Context: an optimization exercise on an open-source flow, tuned for small area. The choices shown serve that exercise and are no tape-out recipe.
For this run, only the layout was checked, not whether the RTL still works.
No activity file was given, so power comes from the tool's default toggle rates.

==> design/flow/design.v <==
module fa(input a, input b, input c, output s, output co);
	assign s = a ^ b ^ c;
	assign co = (a & b) | (a & c) | (b & c);
endmodule
module hac(input a, input b, output s, output co);
	assign s = ~(a ^ b);
	assign co = a | b;
endmodule
module dotc(input [7:0] x1, input [7:0] y1, input [7:0] x2, input [7:0] y2, output [16:0] t);
  hac un1(.a(~(x1[0]&y1[0])),.b(~(x2[0]&y2[0])),.s(n1),.co(n2));
  fa un3(.a(~(x1[0]&y1[1])),.b(~(x1[1]&y1[0])),.c(~(x2[0]&y2[1])),.s(n3),.co(n4));
  fa un5(.a(~(x2[1]&y2[0])),.b(n2),.c(n3),.s(n5),.co(n6));
  fa un7(.a(~(x1[0]&y1[2])),.b(~(x1[1]&y1[1])),.c(~(x1[2]&y1[0])),.s(n7),.co(n8));
  fa un9(.a(~(x2[0]&y2[2])),.b(~(x2[1]&y2[1])),.c(~(x2[2]&y2[0])),.s(n9),.co(n10));
  fa un11(.a(n4),.b(n7),.c(n9),.s(n11),.co(n12));
  hac un13(.a(n6),.b(n11),.s(n13),.co(n14));
  fa un15(.a(~(x1[0]&y1[3])),.b(~(x1[1]&y1[2])),.c(~(x1[2]&y1[1])),.s(n15),.co(n16));
  fa un17(.a(~(x1[3]&y1[0])),.b(~(x2[0]&y2[3])),.c(~(x2[1]&y2[2])),.s(n17),.co(n18));
  fa un19(.a(~(x2[2]&y2[1])),.b(~(x2[3]&y2[0])),.c(n10),.s(n19),.co(n20));
  fa un21(.a(n8),.b(n15),.c(n17),.s(n21),.co(n22));
  fa un23(.a(n19),.b(n12),.c(n21),.s(n23),.co(n24));
  hac un25(.a(n14),.b(n23),.s(n25),.co(n26));
  fa un27(.a(~(x1[0]&y1[4])),.b(~(x1[1]&y1[3])),.c(~(x1[2]&y1[2])),.s(n27),.co(n28));
  fa un29(.a(~(x1[3]&y1[1])),.b(~(x1[4]&y1[0])),.c(~(x2[0]&y2[4])),.s(n29),.co(n30));
  fa un31(.a(~(x2[1]&y2[3])),.b(~(x2[2]&y2[2])),.c(~(x2[3]&y2[1])),.s(n31),.co(n32));
  fa un33(.a(~(x2[4]&y2[0])),.b(n16),.c(n18),.s(n33),.co(n34));
  fa un35(.a(n27),.b(n29),.c(n31),.s(n35),.co(n36));
  fa un37(.a(n20),.b(n22),.c(n33),.s(n37),.co(n38));
  fa un39(.a(n35),.b(n24),.c(n37),.s(n39),.co(n40));
  hac un41(.a(n26),.b(n39),.s(n41),.co(n42));
  fa un43(.a(~(x1[0]&y1[5])),.b(~(x1[1]&y1[4])),.c(~(x1[2]&y1[3])),.s(n43),.co(n44));
  fa un45(.a(~(x1[3]&y1[2])),.b(~(x1[4]&y1[1])),.c(~(x1[5]&y1[0])),.s(n45),.co(n46));
  fa un47(.a(~(x2[0]&y2[5])),.b(~(x2[1]&y2[4])),.c(~(x2[2]&y2[3])),.s(n47),.co(n48));
  fa un49(.a(~(x2[3]&y2[2])),.b(~(x2[4]&y2[1])),.c(~(x2[5]&y2[0])),.s(n49),.co(n50));
  fa un51(.a(n28),.b(n30),.c(n32),.s(n51),.co(n52));
  fa un53(.a(n43),.b(n45),.c(n47),.s(n53),.co(n54));
  fa un55(.a(n49),.b(n34),.c(n36),.s(n55),.co(n56));
  fa un57(.a(n51),.b(n53),.c(n38),.s(n57),.co(n58));
  fa un59(.a(n55),.b(n40),.c(n57),.s(n59),.co(n60));
  hac un61(.a(n42),.b(n59),.s(n61),.co(n62));
  fa un63(.a(~(x1[0]&y1[6])),.b(~(x1[1]&y1[5])),.c(~(x1[2]&y1[4])),.s(n63),.co(n64));
  fa un65(.a(~(x1[3]&y1[3])),.b(~(x1[4]&y1[2])),.c(~(x1[5]&y1[1])),.s(n65),.co(n66));
  fa un67(.a(~(x1[6]&y1[0])),.b(~(x2[0]&y2[6])),.c(~(x2[1]&y2[5])),.s(n67),.co(n68));
  fa un69(.a(~(x2[2]&y2[4])),.b(~(x2[3]&y2[3])),.c(~(x2[4]&y2[2])),.s(n69),.co(n70));
  fa un71(.a(~(x2[5]&y2[1])),.b(~(x2[6]&y2[0])),.c(n44),.s(n71),.co(n72));
  fa un73(.a(n46),.b(n48),.c(n50),.s(n73),.co(n74));
  fa un75(.a(n63),.b(n65),.c(n67),.s(n75),.co(n76));
  fa un77(.a(n69),.b(n52),.c(n71),.s(n77),.co(n78));
  fa un79(.a(n54),.b(n73),.c(n75),.s(n79),.co(n80));
  fa un81(.a(n56),.b(n77),.c(n79),.s(n81),.co(n82));
  fa un83(.a(n58),.b(n81),.c(n60),.s(n83),.co(n84));
  hac un85(.a(n62),.b(n83),.s(n85),.co(n86));
  fa un87(.a(~(x1[0]&y1[7])),.b(~(x1[1]&y1[6])),.c(~(x1[2]&y1[5])),.s(n87),.co(n88));
  fa un89(.a(~(x1[3]&y1[4])),.b(~(x1[4]&y1[3])),.c(~(x1[5]&y1[2])),.s(n89),.co(n90));
  fa un91(.a(~(x1[6]&y1[1])),.b(~(x1[7]&y1[0])),.c(~(x2[0]&y2[7])),.s(n91),.co(n92));
  fa un93(.a(~(x2[1]&y2[6])),.b(~(x2[2]&y2[5])),.c(~(x2[3]&y2[4])),.s(n93),.co(n94));
  fa un95(.a(~(x2[4]&y2[3])),.b(~(x2[5]&y2[2])),.c(~(x2[6]&y2[1])),.s(n95),.co(n96));
  fa un97(.a(~(x2[7]&y2[0])),.b(n64),.c(n66),.s(n97),.co(n98));
  fa un99(.a(n68),.b(n70),.c(n87),.s(n99),.co(n100));
  fa un101(.a(n89),.b(n91),.c(n93),.s(n101),.co(n102));
  fa un103(.a(n95),.b(n72),.c(n74),.s(n103),.co(n104));
  fa un105(.a(n76),.b(n97),.c(n99),.s(n105),.co(n106));
  fa un107(.a(n101),.b(n78),.c(n103),.s(n107),.co(n108));
  fa un109(.a(n80),.b(n105),.c(n107),.s(n109),.co(n110));
  fa un111(.a(n82),.b(n109),.c(n84),.s(n111),.co(n112));
  hac un113(.a(n86),.b(n111),.s(n113),.co(n114));
  fa un115(.a(~(x1[1]&y1[7])),.b(~(x1[2]&y1[6])),.c(~(x1[3]&y1[5])),.s(n115),.co(n116));
  fa un117(.a(~(x1[4]&y1[4])),.b(~(x1[5]&y1[3])),.c(~(x1[6]&y1[2])),.s(n117),.co(n118));
  fa un119(.a(~(x1[7]&y1[1])),.b(~(x2[1]&y2[7])),.c(~(x2[2]&y2[6])),.s(n119),.co(n120));
  fa un121(.a(~(x2[3]&y2[5])),.b(~(x2[4]&y2[4])),.c(~(x2[5]&y2[3])),.s(n121),.co(n122));
  fa un123(.a(~(x2[6]&y2[2])),.b(~(x2[7]&y2[1])),.c(n88),.s(n123),.co(n124));
  fa un125(.a(n90),.b(n92),.c(n94),.s(n125),.co(n126));
  fa un127(.a(n96),.b(n115),.c(n117),.s(n127),.co(n128));
  fa un129(.a(n119),.b(n121),.c(n98),.s(n129),.co(n130));
  fa un131(.a(n100),.b(n123),.c(n102),.s(n131),.co(n132));
  fa un133(.a(n125),.b(n127),.c(n104),.s(n133),.co(n134));
  fa un135(.a(n129),.b(n106),.c(n131),.s(n135),.co(n136));
  fa un137(.a(n133),.b(n108),.c(n135),.s(n137),.co(n138));
  fa un139(.a(n110),.b(n137),.c(n112),.s(n139),.co(n140));
  hac un141(.a(n114),.b(n139),.s(n141),.co(n142));
  fa un143(.a(~(x1[2]&y1[7])),.b(~(x1[3]&y1[6])),.c(~(x1[4]&y1[5])),.s(n143),.co(n144));
  fa un145(.a(~(x1[5]&y1[4])),.b(~(x1[6]&y1[3])),.c(~(x1[7]&y1[2])),.s(n145),.co(n146));
  fa un147(.a(~(x2[2]&y2[7])),.b(~(x2[3]&y2[6])),.c(~(x2[4]&y2[5])),.s(n147),.co(n148));
  fa un149(.a(~(x2[5]&y2[4])),.b(~(x2[6]&y2[3])),.c(~(x2[7]&y2[2])),.s(n149),.co(n150));
  fa un151(.a(n116),.b(n118),.c(n120),.s(n151),.co(n152));
  fa un153(.a(n122),.b(n143),.c(n145),.s(n153),.co(n154));
  fa un155(.a(n147),.b(n149),.c(n124),.s(n155),.co(n156));
  fa un157(.a(n126),.b(n128),.c(n151),.s(n157),.co(n158));
  fa un159(.a(n153),.b(n130),.c(n155),.s(n159),.co(n160));
  fa un161(.a(n132),.b(n157),.c(n134),.s(n161),.co(n162));
  fa un163(.a(n159),.b(n136),.c(n161),.s(n163),.co(n164));
  fa un165(.a(n138),.b(n163),.c(n140),.s(n165),.co(n166));
  hac un167(.a(n142),.b(n165),.s(n167),.co(n168));
  fa un169(.a(~(x1[3]&y1[7])),.b(~(x1[4]&y1[6])),.c(~(x1[5]&y1[5])),.s(n169),.co(n170));
  fa un171(.a(~(x1[6]&y1[4])),.b(~(x1[7]&y1[3])),.c(~(x2[3]&y2[7])),.s(n171),.co(n172));
  fa un173(.a(~(x2[4]&y2[6])),.b(~(x2[5]&y2[5])),.c(~(x2[6]&y2[4])),.s(n173),.co(n174));
  fa un175(.a(~(x2[7]&y2[3])),.b(n144),.c(n146),.s(n175),.co(n176));
  fa un177(.a(n148),.b(n150),.c(n169),.s(n177),.co(n178));
  fa un179(.a(n171),.b(n173),.c(n152),.s(n179),.co(n180));
  fa un181(.a(n154),.b(n175),.c(n177),.s(n181),.co(n182));
  fa un183(.a(n156),.b(n179),.c(n158),.s(n183),.co(n184));
  fa un185(.a(n181),.b(n160),.c(n183),.s(n185),.co(n186));
  fa un187(.a(n162),.b(n185),.c(n164),.s(n187),.co(n188));
  fa un189(.a(n187),.b(n166),.c(n168),.s(n189),.co(n190));
  fa un191(.a(~(x1[4]&y1[7])),.b(~(x1[5]&y1[6])),.c(~(x1[6]&y1[5])),.s(n191),.co(n192));
  fa un193(.a(~(x1[7]&y1[4])),.b(~(x2[4]&y2[7])),.c(~(x2[5]&y2[6])),.s(n193),.co(n194));
  fa un195(.a(~(x2[6]&y2[5])),.b(~(x2[7]&y2[4])),.c(n170),.s(n195),.co(n196));
  fa un197(.a(n172),.b(n174),.c(n191),.s(n197),.co(n198));
  fa un199(.a(n193),.b(n176),.c(n178),.s(n199),.co(n200));
  fa un201(.a(n195),.b(n197),.c(n180),.s(n201),.co(n202));
  fa un203(.a(n182),.b(n199),.c(n201),.s(n203),.co(n204));
  fa un205(.a(n184),.b(n203),.c(n186),.s(n205),.co(n206));
  fa un207(.a(n205),.b(n188),.c(n190),.s(n207),.co(n208));
  fa un209(.a(~(x1[5]&y1[7])),.b(~(x1[6]&y1[6])),.c(~(x1[7]&y1[5])),.s(n209),.co(n210));
  fa un211(.a(~(x2[5]&y2[7])),.b(~(x2[6]&y2[6])),.c(~(x2[7]&y2[5])),.s(n211),.co(n212));
  fa un213(.a(n192),.b(n194),.c(n209),.s(n213),.co(n214));
  fa un215(.a(n211),.b(n196),.c(n198),.s(n215),.co(n216));
  fa un217(.a(n213),.b(n200),.c(n215),.s(n217),.co(n218));
  fa un219(.a(n202),.b(n217),.c(n204),.s(n219),.co(n220));
  fa un221(.a(n219),.b(n206),.c(n208),.s(n221),.co(n222));
  fa un223(.a(~(x1[6]&y1[7])),.b(~(x1[7]&y1[6])),.c(~(x2[6]&y2[7])),.s(n223),.co(n224));
  fa un225(.a(~(x2[7]&y2[6])),.b(n210),.c(n212),.s(n225),.co(n226));
  fa un227(.a(n223),.b(n214),.c(n225),.s(n227),.co(n228));
  fa un229(.a(n216),.b(n227),.c(n218),.s(n229),.co(n230));
  fa un231(.a(n229),.b(n220),.c(n222),.s(n231),.co(n232));
  fa un233(.a(~(x1[7]&y1[7])),.b(~(x2[7]&y2[7])),.c(n224),.s(n233),.co(n234));
  fa un235(.a(n226),.b(n233),.c(n228),.s(n235),.co(n236));
  fa un237(.a(n235),.b(n230),.c(n232),.s(n237),.co(n238));
  fa un239(.a(n234),.b(n236),.c(n238),.s(n239),.co(n240));
  assign t[0] = n1;
  assign t[1] = n5;
  assign t[2] = n13;
  assign t[3] = n25;
  assign t[4] = n41;
  assign t[5] = n61;
  assign t[6] = n85;
  assign t[7] = n113;
  assign t[8] = n141;
  assign t[9] = n167;
  assign t[10] = n189;
  assign t[11] = n207;
  assign t[12] = n221;
  assign t[13] = n231;
  assign t[14] = n237;
  assign t[15] = n239;
  assign t[16] = n240;
endmodule
module p_1d(
	input clk, input rst,
	input [0:7] a_11, input [0:7] b_11,
	input [0:7] a_12, input [0:7] b_12,
	input [0:7] a_21, input [0:7] b_21,
	input [0:7] a_22, input [0:7] b_22,
	output [0:16] c_11,
	output [0:16] c_12,
	output [0:16] c_21,
	output [0:16] c_22
	);
	wire [16:0] t_11, t_12, t_21, t_22;
	reg [0:16] r_11, r_12, r_21, r_22;
	assign c_11 = r_11;
	assign c_12 = r_12;
	assign c_21 = r_21;
	assign c_22 = r_22;
	dotc d_11 (a_11, b_11, a_12, b_21, t_11);
	dotc d_12 (a_11, b_12, a_12, b_22, t_12);
	dotc d_21 (a_21, b_11, a_22, b_21, t_21);
	dotc d_22 (a_21, b_12, a_22, b_22, t_22);
	always @(posedge clk) begin
		if (rst) begin
			r_11 <= 17'b0;
			r_12 <= 17'b0;
			r_21 <= 17'b0;
			r_22 <= 17'b0;
		end
		else begin
			r_11 <= ~t_11;
			r_12 <= ~t_12;
			r_21 <= ~t_21;
			r_22 <= ~t_22;
		end
	end
endmodule
==> design/flow/run.sh <==
#!/bin/bash
# synth_recipe.tcl (not shown) runs the flow's synth.tcl, then flattens the netlist and writes it again
# the make line also repeats each setting of config.mk as NAME=value (left out here)
make -C /OpenROAD-flow-scripts/flow DESIGN_CONFIG=/design/flow/config.mk WORK_HOME=/design/flow/orfs CLKGATE_MAP_FILE= SYNTH_SCRIPT=/design/flow/synth_recipe.tcl finish
==> design/flow/config.mk <==
export PLATFORM = sky130hd
export DESIGN_NAME = p_1d
export DESIGN_NICKNAME = p_1d
export VERILOG_FILES = /design/flow/design.v
export SDC_FILE = /design/flow/constraint.sdc
export NUM_CORES = 4
export LEC_CHECK = 0
export CAP_MARGIN = 20
export CORE_MARGIN = 2
export CORE_UTILIZATION = 40
export SLEW_MARGIN = 20
export SYNTH_HIERARCHICAL = 1
==> design/flow/constraint.sdc <==
create_clock -name core_clock -period 7.0 [get_ports {clk}]
set_input_delay 1.4000 -clock core_clock [delete_from_list [all_inputs] [get_ports {clk}]]
set_output_delay 1.4000 -clock core_clock [all_outputs]
set_load 0.01 [all_outputs]
==> results.cfg <==
[sta]
drv_slew = 0
grt_setup_unrepaired = yes
setup_violations = 12
worstMarginPinSlew_ns = 0.739
relSlewSlack_pct = 50.7
fin_ws_ns = -0.631
tns_ns = -5.21
fin_hold_ws_ns = 1.37
max_freq_mhz = 131
finalCritPeriodShare_pct = 109
fin_crit_ns = 7.63
hold_viol = 0

[floorplan]
die_w_um = 201
core_mm2 = 0.0385
ios = 134
rows = 72
fp.dieH_um = 201
start_util_pct = 40.4
die-area_mm2 = 0.0405

[critical_path]
cp.arrival_ns = 7.87
cp_slowest_cell = fa_1
worstPathCellList = clkdlybuf4s15_1 > buf_12 > nand2_1 > fa_1 > fa_1 > fa_1 > fa_1 > fa_2 > fa_2 > fa_2 > fa_1 > inv_1 > ha_2 > inv_2 > fa_2 > fa_2 > fa_2 > fa_2 > fa_2 > fa_2 > nor2_1
critPathMostFrequentCell = fa_2
cp-start-kind = primary input
slowest_delay_ns = 0.57
path_class = in2reg
crit_required_ns = 7.24
worstSetupEndpointType = flip-flop
crit_path_max_fanout = 5

[drt]
drt-wirelength-per-cell_um = 19.5
drt_iter0_drc = 755
drtAntennaViolNets = 0
vias = 10900
drc_errors = 0
dr.pass1.iters = 5
routed_wirelength_um = 43400
viasPerCell = 4.89

[clock_tree]
cts.clk_slew.worst_paths_ns = 0.06
clockBufferDepth = 2
cts_tree = yes
cts-root-buf = clkbuf_16
numCtsBuffers = 9
htree_levels = 3
cts_sinks = 68
postCtsHoldBufs = 0

[synth]
syn_inst = 1476
ys_seq_area_share_pct = 8.76
syn-cell-area_mm2 = 0.0155
synthDistinctLibCells = 12
syn_avg_cell_area_um2 = 10.5
synthesis.nets = 2022
ys_ff_latch = 68
yosysWarnings = 247

[layout]
utilization_pct = 50.4
layout-drive-gt1-share_pct = 31.7
fin_nets = 2243
instances_no_fill = 2220
layout_common_cells = nand2_1, fa_1, buf_4
layout_commonest_cell = nand2_1
syn2layout_area_growth_pct = 24.7
antennaDiodeCount = 0

[global_routing]
grt_max_degree = 46
grt_pass1_vias = 12600
globalRouteOverflowTotal = 0
grt_pass1_wl_um = 69700
grt_use_total_pct = 23.0
antenna_found_initial = 0

[place]
portBuffers = 133
gp_congestion = 0.942
dpl.cell_count = 2112
place_ws_ns = -1.52
hpwl_um = 34100

[hold_path]
hold_class = in2reg

[power]
p_leak_nw = 7.86
peakVddDrop_uv = 366
powerDensity_mw_per_mm2 = 334

[status]
status = finished with violations
so.violations = negative setup slack

[job]
maxCapViolCount = 0
sequential cells by signal, indices dropped and copies added (netlist names):
name,flops
r_21,17
r_12,17
r_11,17
r_22,17
per-layer routing:
layer | routed length (um) | global-route usage [%] | part of all wire, % | vias to the layer above
met5 | 0 | 0 | 0 | -
met4 | 2310 | 12.2 | 5.3 | 0
met3 | 3400 | 4.86 | 7.8 | 137
met2 | 21100 | 37.6 | 49 | 542
met1 | 16600 | 28.9 | 38 | 5600
li1 | - | - | - | 4585
modules after synthesis, one instance, submodules excluded:
module | cell area, um2 | cells | times used
hac | 27.5 | 5 | 36
dotc | 968 | 177 | 4
p_1d | 1790 | 144 | 1
fa | 20.0 | 1 | 444
power breakdown:
| group | internal (mW) | switching, mW |
|---|---|---|
| combinational | 2.69 | 2.69 |
| clock | 0.274 | 0.197 |
| sequential | 0.574 | 0.0393 |
| total | 3.53 | 2.93 |
worst max-delay path, delay by kind of cell:
family,cells,cell delay (ns)
fa+ha+maj,15,5.91
buf+inv,4,0.44
simple gates,2,0.11
cell families (layout without fill, tap and decap cells):
group / after synthesis / in the layout / synth area share (%)
fa+ha+maj: 480 / 480 / 60.1
buf+inv: 348 / 574 / 16.5
flops: 68 / 68 / 8.76
simple gates: 580 / 580 / 14.7
final cells by class:
| type | instances | area, um2 |
|---|---|---|
| Timing Repair Buffer | 414 | 4400 |
| Inverter | 144 | 541 |
| Clock buffer | 9 | 225 |
| Multi-Input combinational cell | 1060 | 12100 |
| Clock inverter | 7 | 67.6 |
| Fill cell | 3396 | 19100 |
| Tap cell | 518 | 648 |
| Sequential cell | 68 | 1360 |
what timing repair did:
action / CTS / global route
setup buffers: 84 / 3
gates cloned: 10 / 0
pin swaps: 70 / 45
endpoints found under the setup margin: 20 / 16
resized for setup: 332 / 34
Yosys cell counts (all sizes together):
master,n,area (um2)
buf,204,2030
dfxtp,68,1360
fa,444,8890
ha,36,450
inv,144,541
nand2,512,1920
nor2,68,355
path summary, 6_finish.rpt:
kind	end	start	depth (start not counted)
worst max-delay path	r_21[1]	b_11[2]	21
worst min-delay path	r_21[13]	rst	2
metrics by stage:
step | cell area [um2] | total power, mW
after CTS | 19300 | 6.67
final | 19400 | 6.46
after detailed placement | 17800 | 6.03
after global placement | 17800 | 5.96
after global routing | 19400 | 7.41
after floorplan | 15800 | 6.07

-- what the ideal ports hide --
The flow's constraints put no driver on any port. The routed layout listed below was extracted and timed again, unchanged, in two steps. Step 1 assumes that a clkbuf_16 drives the clock port and a buf_2 every other input. Step 2 times the ports against the registers' clock, not the clock port: input delays grow and output delays shrink by t, the midpoint of the rising clock arrivals with the driver on. Three values: ideal ports, drivers, drivers and shift; two values: the first two.
t, ns: 0.428
setup slack, ns: -0.631 / -0.624 / -1.053
hold WS [ns]: 1.375 / 1.348 / 1.776
latest minus earliest clock arrival (ns): 0.011 / 0.011
slew at the worst register clock pin (ns): 0.06 / 0.06
The setup slack of this run moves by +0.007 ns with the drivers and by -0.422 ns with both steps.
